Context: an optimization exercise on an open-source flow, tuned for small area, a short achievable clock period and few clock cycles per item. The choices shown serve that exercise and are no tape-out recipe.
Where RTL was checked, it was by simulation tests only, not by an equivalence proof against the original.
No activity file was given, so power comes from the tool's default toggle rates.

==> flow/design.v (excerpt) <==
module multserial(input wire CLK,
                  input wire RST,
                  input wire MST,
                  input wire MSGN,
                  input wire [31:0] SRCA,
                  input wire [31:0] SRCB,
                  output wire [63:0] PROD,
                  output wire PRODV);
    wire [32:0] a = {MSGN & SRCA[31], SRCA};
    wire [34:0] b = {MSGN & SRCB[31], MSGN & SRCB[31], SRCB, 1'b0};   
    wire [16:0] neg, onen, twon;
    benc u_benc0 (.x2(b[2]), .x1(b[1]), .x0(b[0]), .neg(neg[0]), .onen(onen[0]), .twon(twon[0]));
    benc u_benc1 (.x2(b[4]), .x1(b[3]), .x0(b[2]), .neg(neg[1]), .onen(onen[1]), .twon(twon[1]));
    benc u_benc2 (.x2(b[6]), .x1(b[5]), .x0(b[4]), .neg(neg[2]), .onen(onen[2]), .twon(twon[2]));
    benc u_benc3 (.x2(b[8]), .x1(b[7]), .x0(b[6]), .neg(neg[3]), .onen(onen[3]), .twon(twon[3]));
    benc u_benc4 (.x2(b[10]), .x1(b[9]), .x0(b[8]), .neg(neg[4]), .onen(onen[4]), .twon(twon[4]));
    benc u_benc5 (.x2(b[12]), .x1(b[11]), .x0(b[10]), .neg(neg[5]), .onen(onen[5]), .twon(twon[5]));
    benc u_benc6 (.x2(b[14]), .x1(b[13]), .x0(b[12]), .neg(neg[6]), .onen(onen[6]), .twon(twon[6]));
    benc u_benc7 (.x2(b[16]), .x1(b[15]), .x0(b[14]), .neg(neg[7]), .onen(onen[7]), .twon(twon[7]));
    benc u_benc8 (.x2(b[18]), .x1(b[17]), .x0(b[16]), .neg(neg[8]), .onen(onen[8]), .twon(twon[8]));
    benc u_benc9 (.x2(b[20]), .x1(b[19]), .x0(b[18]), .neg(neg[9]), .onen(onen[9]), .twon(twon[9]));
  ...
For scale: about 120 flip-flops, about 130 I/O pins, roughly 26,000 um2 of cells after synthesis.
export LEC_CHECK = 0
export CAP_MARGIN = 0
export CORE_MARGIN = 2
export CORE_UTILIZATION = 40
export PLACE_DENSITY = 0.6
export SLEW_MARGIN = 0
export SYNTH_HIERARCHICAL = 1
create_clock -name core_clock -period 5.0 [get_ports {CLK}]
standard.sh (not shown) runs the stock make flow with config.mk's settings and CLKGATE_MAP_FILE= SYNTH_SCRIPT=/design/flow/synth_recipe.tcl, a recipe that flattens the netlist after the stock synthesis.
==> flow/flow/run.sh <==
#!/bin/bash
set -e
export BUFFER_PORTS_ARGS="-buffer_cell sky130_fd_sc_hd__buf_2"
bash standard.sh finish > standard.log 2>&1
Next try:
Settings changed: CAP_MARGIN 0 to 20, SLEW_MARGIN 0 to 20.
The new run completed with no timing, DRC or antenna violations.
Clock skew does not change.
Total power is unchanged.
Setup slack does not change.
Global-route usage does not change.
Via count does not change.
Cell count stays the same.
Die area stays the same.
Non-clock buffer count stays the same.
Next try:
==> flow/flow/run.sh (replaced) <==
#!/bin/bash
set -e
export BUFFER_PORTS_ARGS="-buffer_cell sky130_fd_sc_hd__buf_2"
export RECOVER_POWER=100
bash standard.sh finish > standard.log 2>&1
With this change the flow finished but fails on capacitance limit, slew limit.
First-iteration DRC count is higher by 4.3%.
Final area falls by 0.46%.
Maximum frequency climbs by 0.39%.
Count of clock-buffer cells in the layout is unchanged.
Core utilization shrinks by 0.23 points.
Via count hardly moves.
Combinational power hardly moves.
Next try:
==> flow/flow/run.sh (replaced) <==
#!/bin/bash
set -e
export BUFFER_PORTS_ARGS="-buffer_cell sky130_fd_sc_hd__buf_2"
bash standard.sh finish > standard.log 2>&1
Settings changed: CORE_UTILIZATION 40 to 50, PLACE_DENSITY 0.6 to 0.65.
- The new run went through all stages and came out clean
- total power went up by a few percent
- core utilization went up by 13 points
- register-to-register slack hardly moves
- count of clock-buffer cells in the layout went up by 2
- fmax went up slightly
- combinational power went up by a few percent
- synthesized area does not change
- final area barely changes
- final cell count went down by a few percent
Function was not checked in any run of this note: the RTL went through the layout flow alone.

* * *

Setup of v37:
Another version of the RTL of multserial (not shown whole).
Size: about 120 flip-flops, about 130 I/O pins, ~26000 sq um of cells after synthesis.
export LEC_CHECK = 0
export CAP_MARGIN = 20
export CORE_MARGIN = 2
export CORE_UTILIZATION = 40
export PLACE_DENSITY = 0.6
export SLEW_MARGIN = 20
export SYNTH_HIERARCHICAL = 1
create_clock -name core_clock -period 5.0 [get_ports {CLK}]
==> flow/flow/run.sh <==
#!/bin/bash
set -e
export BUFFER_PORTS_ARGS="-buffer_cell sky130_fd_sc_hd__buf_2"
bash standard.sh finish > standard.log 2>&1
The final layout from v37, which completed every stage, passed the timing, DRC and antenna checks at the end of the flow.
Testbench counts of v37, summed over its fixed seeds: cycles 2,000, items 2,000.
What v21 does differently from v37 at the input level:
-- flow/config.mk --
<<< v37, line 10
export CORE_UTILIZATION = 40
export PLACE_DENSITY = 0.6
export SLEW_MARGIN = 20
>>> v21, line 10
export CORE_UTILIZATION = 40
export PLACE_DENSITY = 0.8
export SLEW_MARGIN = 20
v21 -> v37: final cell count without fillers flat
Cell with the largest stage delay on the worst path = xor2_1: v37; cell with the largest stage delay on the worst path = fa_1: v21
v21 vs. v37: wire length of the first global-routing pass lost 2700 um; share of total power in combinational logic +0.7 points; design area neither gained nor lost much; final routed wirelength across all metal layers now sits lower.

* * *

Another version of the RTL of multserial (not shown whole).
Size: about 2200 cells after synthesis, about 130 flip-flops, roughly 26000 µm² of cells after synthesis.
==> flow/config.mk <==
export PLATFORM = sky130hd
export DESIGN_NAME = multserial
export DESIGN_NICKNAME = multserial
export VERILOG_FILES = /design/flow/design.v
export SDC_FILE = /design/flow/constraint.sdc
export NUM_CORES = 4
export LEC_CHECK = 0
export CAP_MARGIN = 20
export CORE_MARGIN = 2
export CORE_UTILIZATION = 40
export PLACE_DENSITY = 0.6
export SLEW_MARGIN = 20
export SYNTH_HIERARCHICAL = 1
==> flow/constraint.sdc <==
create_clock -name core_clock -period 5.0 [get_ports {CLK}]
set_input_delay 1.0000 -clock core_clock [delete_from_list [all_inputs] [get_ports {CLK}]]
set_output_delay 1.0000 -clock core_clock [all_outputs]
set_load 0.01 [all_outputs]
==> flow/flow/run.sh <==
#!/bin/bash
set -e
cp standard.sh flow/standard.sh.seen 2>/dev/null || true
export BUFFER_PORTS_ARGS="-buffer_cell sky130_fd_sc_hd__buf_2"
bash standard.sh finish > standard.log 2>&1
==> flow/flow/standard.sh.seen <==
#!/bin/bash
# The standard flow's own layout of this design, on the ORFS make targets given (by default finish). After
# finish it leaves the final layout's DEF at /design/flow/out/final.def.
set -euo pipefail
make -C /OpenROAD-flow-scripts/flow DESIGN_CONFIG=/design/flow/config.mk WORK_HOME=/design/flow/orfs CLKGATE_MAP_FILE= SYNTH_SCRIPT=/design/flow/synth_recipe.tcl CAP_MARGIN=20 CORE_MARGIN=2 CORE_UTILIZATION=40 PLACE_DENSITY=0.6 SLEW_MARGIN=20 SYNTH_HIERARCHICAL=1 "${@:-finish}"
if [[ -f /design/flow/orfs/results/sky130hd/multserial/base/6_final.odb ]]; then
  : # left out here: write the final layout as DEF
fi
The baseline ran to the end with no violations.
Testbench counts at the start, summed over its fixed seeds: cycles 2,000, items 2,000.
==> next run, changes <==
==> flow/flow/run.sh (replaced) <==
#!/bin/bash
set -e
export BUFFER_PORTS_ARGS="-buffer_cell sky130_fd_sc_hd__buf_2"
bash standard.sh finish > standard.log 2>&1
removed: flow/flow/standard.sh.seen
The new run finished clean.
Routed wire length is unchanged.
Power stays the same.
First-iteration DRC count does not change.
==> next run, changes <==
==> flow/run.sh (new file) <==
#!/bin/bash
# synth_recipe.tcl (not shown) runs the flow's synth.tcl, then flattens the netlist and writes it again
# the make line also repeats each setting of config.mk as NAME=value (left out here)
make -C /OpenROAD-flow-scripts/flow DESIGN_CONFIG=/design/flow/config.mk WORK_HOME=/design/flow/orfs CLKGATE_MAP_FILE= SYNTH_SCRIPT=/design/flow/synth_recipe.tcl finish
--- a/flow/config.mk
+++ b/flow/config.mk
@@ -9,4 +9,4 @@
 export CORE_MARGIN = 2
-export CORE_UTILIZATION = 40
-export PLACE_DENSITY = 0.6
+export CORE_UTILIZATION = 65
+export PLACE_DENSITY = 0.75
 export SLEW_MARGIN = 20
removed: flow/flow/run.sh
removed: flow/standard.sh
Result: The changed run ran to the end with violations: setup timing; fmax is lower by 6.9%; die area is lower by 38%; wire length is higher by 16%.

## static timing again, ports no longer ideal
Ports are ideal in the flow. The routed layouts listed here were re-timed in OpenROAD.
Step 1 (the two cells are an assumption about what drives the block):
set clk [get_ports {CLK}]
set_driving_cell -lib_cell sky130_fd_sc_hd__clkbuf_16 $clk
set_driving_cell -lib_cell sky130_fd_sc_hd__buf_2 [delete_from_list [all_inputs] $clk]
Step 2 also shifts input and output timing later by t, the mid clock arrival at the registers, as if the neighbouring blocks saw the same clock.
Three values: no drivers, after step 1, after step 2; two values: the first two.
| run | shift t [ns] | setup slack, ns | worst setup path after step 2 | latest minus earliest clock arrival (ns) | worst slew at a driven data input, ns |
|---|---|---|---|---|---|
| the first run of note 1 | 0.555 | 0.101 / 0.134 / -0.413 | input to register | 0.008 / 0.008 | 0.06 |
| the second run of note 1 | 0.555 | 0.101 / 0.134 / -0.413 | input to register | 0.008 / 0.008 | 0.06 |
| the third run of note 1 | 0.557 | 0.119 / 0.135 / -0.396 | input to register | 0.010 / 0.010 | 0.06 |
| the fourth run of note 1 | 0.559 | 0.151 / 0.191 / -0.369 | input to register | 0.025 / 0.025 | 0.06 |
| v37 | 0.546 | 0.187 / 0.127 / -0.268 | input to register | 0.019 / 0.019 | 0.05 |
| v21 | 0.519 | 0.293 / 0.257 / -0.211 | input to register | 0.012 / 0.012 | 0.13 |
| the first run of note 3 | 0.548 | 0.201 / 0.133 / -0.246 | input to register | 0.029 / 0.029 | 0.05 |
| the second run of note 3 | 0.548 | 0.201 / 0.133 / -0.246 | input to register | 0.029 / 0.029 | 0.05 |
| the third run of note 3 | 0.540 | -0.154 / -0.122 / -0.661 | input to register | 0.023 / 0.023 | 0.10 |
For the fourth run of note 1, which loses most, drivers alone change the setup slack by +0.040 ns; drivers and shift together by -0.520 ns.
